What follows belongs to an exercise in optimizing a design on an open flow for a short achievable clock period and few clock cycles; a production flow would make more cautious choices.
Where RTL was checked, it was by simulation tests only, not by an equivalence proof against the original.
No activity file was given, so power comes from the tool's default toggle rates.

== job 101 ==
Design cpu, start of the top module:
module cpu (
    input  wire        clk,
    input  wire        rst_n,
    output wire [15:0] imem_addr,
    input  wire [7:0]  imem_data,
    output wire [15:0] dmem_addr,
    input  wire [7:0]  dmem_rd_data,
    output wire [7:0]  dmem_wr_data,
    output wire        dmem_wr_en
);
Size: ~3000 cells after synthesis, roughly 59 I/O pins, roughly 35000 um2 of cells after synthesis.
export LEC_CHECK = 0
export CAP_MARGIN = 20
export CORE_MARGIN = 2
export CORE_UTILIZATION = 40
export PLACE_DENSITY = 0.6
export SETUP_SLACK_MARGIN = 5
export SLEW_MARGIN = 20
export TNS_END_PERCENT = 100
create_clock -name core_clock -period 8.0 [get_ports {clk}]
standard.sh (not shown) runs the stock make flow with config.mk's settings and CLKGATE_MAP_FILE= SYNTH_SCRIPT=/design/flow/synth_recipe.tcl, a recipe that flattens the netlist after the stock synthesis.
==> flow/flow/run.sh <==
#!/bin/bash
set -euo pipefail
bash standard.sh SETUP_SLACK_MARGIN=5.6 finish > standard.log 2>&1
#### Input delta (job 102 over job 101)
diff --git a/flow/design.v b/flow/design.v
--- a/flow/design.v
+++ b/flow/design.v
@@ -307,26 +307,24 @@
             wd    <= 8'h00;
             x_alu <= 1'b0; x_we <= 1'b0; x_passa <= 1'b0; x_passb <= 1'b0;
             x_sub <= 1'b0; x_ci <= 1'b0; x_sel <= 3'd0; x_sh <= 3'd0; x_bm <= 5'd0;
             x_sle <= 1'b0;
             x_mar_ld <= 1'b0; x_imar <= 1'b0; x_dmar <= 1'b0;
             x_push <= 1'b0; x_pop <= 1'b0; x_popw <= 1'b0; x_stor <= 1'b0;
         end else begin
             x_alu <= 1'b0; x_we <= 1'b0; x_passa <= 1'b0; x_passb <= 1'b0;
             x_mar_ld <= 1'b0; x_imar <= 1'b0; x_dmar <= 1'b0;
             x_push <= 1'b0; x_pop <= 1'b0; x_popw <= 1'b0; x_stor <= 1'b0;
             A <= A_d;
             B <= B_d;
-            wd  <= r_52[7:0];                                    
-            d16 <= s_b2 ? {w1, b} : (o_call ? p1 : r_52);        
             x_sub <= c_sub;
             x_ci  <= c_ci;
             x_sel <= c_sel;
             x_sh  <= op[2:0] - 3'd2;      
             x_bm  <= op[4:0] - 5'h12;     
             x_sle <= (op == 8'h36);
             if (s_rv0) begin
                 vlo   <= b;
                 s_rv0 <= 1'b0;
                 s_rv1 <= 1'b1;
             end
             if (s_rv1) begin
@@ -340,24 +338,26 @@
                     x_dmar <= b_dmar;
                 end else if (b_ret) begin
                     x_pop  <= 1'b1;
                 end else begin
                     s_op <= 1'b0;
                     s_b1 <= 1'b1;
                 end
             end
             if (s_b1) begin
                 w1   <= b;
                 s_b1 <= 1'b0;
                 xrd  <= o_comp ? b[7:4] : b[5:2];
+                wd   <= r_52[7:0];                  
+                d16  <= o_call ? p1 : r_52;         
                 if (o_std3) begin
                     if (need_w2) begin
                         s_b2 <= 1'b1;
                     end else begin
                         s_op    <= 1'b1;
                         x_alu   <= ~o_mov;
                         x_we    <= o_mov | c_we;
                         x_passb <= o_mov;
                     end
                 end else if (o_comp) begin
                     if (djn_skip) begin
                         s_b3   <= 1'b1;
@@ -370,24 +370,25 @@
                     s_op     <= 1'b1;
                     x_mar_ld <= o_smar;
                     x_stor   <= o_stor;
                     x_push   <= o_push | o_call;
                     x_pop    <= o_pop;
                     x_popw   <= o_pop;
                     x_we     <= o_load;
                     x_passb  <= o_load;
                 end
             end
             if (s_b2) begin
                 s_b2 <= 1'b0;
+                d16  <= {w1, b};                    
                 if (o_comp) begin
                     s_b3 <= 1'b1;
                     if (!o_djn) begin
                         xrd <= b[7:4];
                     end
                     x_alu  <= 1'b1;
                     x_we   <= 1'b1;
                 end else begin
                     s_op <= 1'b1;
                     x_mar_ld <= o_lmar;
                     x_alu    <= ~o_mov & ~o_lmar;
                     x_we     <= o_mov | c_we;
Job 102 — post-route minimum period 0.068 ns lower, job 101 as reference. The timing endpoint of the critical path comes out ia_x[5]$_DFF_PN0_ in one run and B[0]$_DFF_PN0_ in the other, namely in job 102 and job 101 respectively. Against job 101, job 102 reports a switching power share of the total that is higher. Going from job 101 to job 102, worst reg2reg path depth shrinks by 3. Looking only at part of the power in registers, and setting everything else aside, the higher value of job 102 and job 101 goes to job 101. Count of multi-input combinational gates up 2.7% in job 102 wrt job 101.
Testbench counts of job 102, summed over its fixed seeds: cycles 116,082.
For job 101, only the layout was checked, not whether the RTL still works.

========
job 9186:
cpu, a different RTL version from the one above (not shown whole).
For scale: roughly 690 flip-flops, about 59 I/O pins.
clock: 8.0 ns
lec_check: 0
cap_margin: 40
core_margin: 2
core_utilization: 40
place_density: 0.6
setup_slack_margin: 5
slew_margin: 40
tns_end_percent: 100
Scripts as last shown in full above: flow/flow/run.sh
Edits applied to the flow inputs when going from job 9186 to job 4371:
--- a/flow/design.v
+++ b/flow/design.v
@@ -324,12 +324,14 @@
         end else begin
             x_alu <= 1'b0; x_we <= 1'b0; x_passa <= 1'b0; x_passb <= 1'b0;
             x_mar_ld <= 1'b0; x_imar <= 1'b0; x_dmar <= 1'b0;
             x_push <= 1'b0; x_pop <= 1'b0; x_popw <= 1'b0; x_stor <= 1'b0;
             A <= A_d;
             B <= B_d;
+            wd  <= r_52[7:0];                                    
+            d16 <= s_b2 ? {w1, b} : (o_call ? p1 : r_52);        
             x_sub <= c_sub;
             x_ci  <= c_ci;
             x_sel <= c_sel;
             x_sh  <= op[2:0] - 3'd2;      
             x_bm  <= op[4:0] - 5'h12;     
             x_sle <= (op == 8'h36);
@@ -355,14 +357,12 @@
                 end
             end
             if (s_b1) begin
                 w1   <= b;
                 s_b1 <= 1'b0;
                 xrd  <= o_comp ? b[7:4] : b[5:2];
-                wd   <= r_52[7:0];                  
-                d16  <= o_call ? p1 : r_52;         
                 if (o_std3) begin
                     if (need_w2) begin
                         s_b2 <= 1'b1;
                     end else begin
                         s_op    <= 1'b1;
                         x_alu   <= ~o_mov;
@@ -387,13 +387,12 @@
                     x_we     <= o_load;
                     x_passb  <= o_load;
                 end
             end
             if (s_b2) begin
                 s_b2 <= 1'b0;
-                d16  <= {w1, b};                    
                 if (o_comp) begin
                     s_b3 <= 1'b1;
                     if (!o_djn) begin
                         xrd <= b[7:4];
                     end
                     x_alu  <= 1'b1;
## What came out
Looking at the reports, job 4371 completed the entire flow and the layout it produced met the timing, DRC and antenna checks. Sort job 9186 and job 4371 by area of the multi-input gates asc -> top: job 9186. End of the critical path: ia_x[12] -> job 9186, fa[5] -> job 4371. Job 4371 against job 9186: area of the die now sits lower; cell-internal power now sits lower; height of the chip now sits lower; die width now sits lower; fraction of synthesized cell area in xor and xnor cells now sits at about the same level. Job 4371 ended with more fraction of the mapped netlist area in compound gates than job 9186. Summary of the comparison: design area is higher in job 4371, relative to job 9186. Job 9186 has a lower met3 demand-to-capacity share in global routing than job 4371. Row count came out exactly the same in job 9186 and job 4371. Job 4371: met3 wirelength from detailed routing higher than job 9186. The setup slack of job 4371 is smaller than that of job 9186. Of job 4371 and job 9186, it is job 4371 that has the higher number of cells on the critical path. Job 4371 ends up with higher sum of net half-perimeters after detailed placement than job 9186 does.
Function was not checked in any run of this note: the RTL went through the layout flow alone.

[static timing again, ports no longer ideal]
How much do the figures lean on ideal ports? The routed layouts below were timed once more, with nothing changed but the port constraints.
Step 1: set_driving_cell puts a clkbuf_16 on clk and a buf_2 on each other input, an assumption about the parent block.
Step 2 also shifts input and output timing later by t, the mid clock arrival at the registers, as if the neighbouring blocks saw the same clock.
Slacks: no drivers / after step 1 / after step 2; pairs: no drivers / after step 1.
run	t (ns)	slack for setup (ns)	clock arrival spread, ns	worst register clock-pin slew, ns
job 101	0.720	4.817 / 4.630 / 3.910	0.040 / 0.040	0.07 / 0.07
job 102	0.728	4.885 / 4.709 / 3.981	0.061 / 0.061	0.07 / 0.07
job 9186	0.704	4.798 / 4.622 / 3.918	0.061 / 0.061	0.07 / 0.07
job 4371	0.742	4.600 / 4.565 / 3.822	0.046 / 0.047	0.07 / 0.07
After both steps every run listed still meets setup and hold. The setup slack of job 101, which loses most, moves by -0.187 ns with the drivers and by -0.907 ns with both steps.
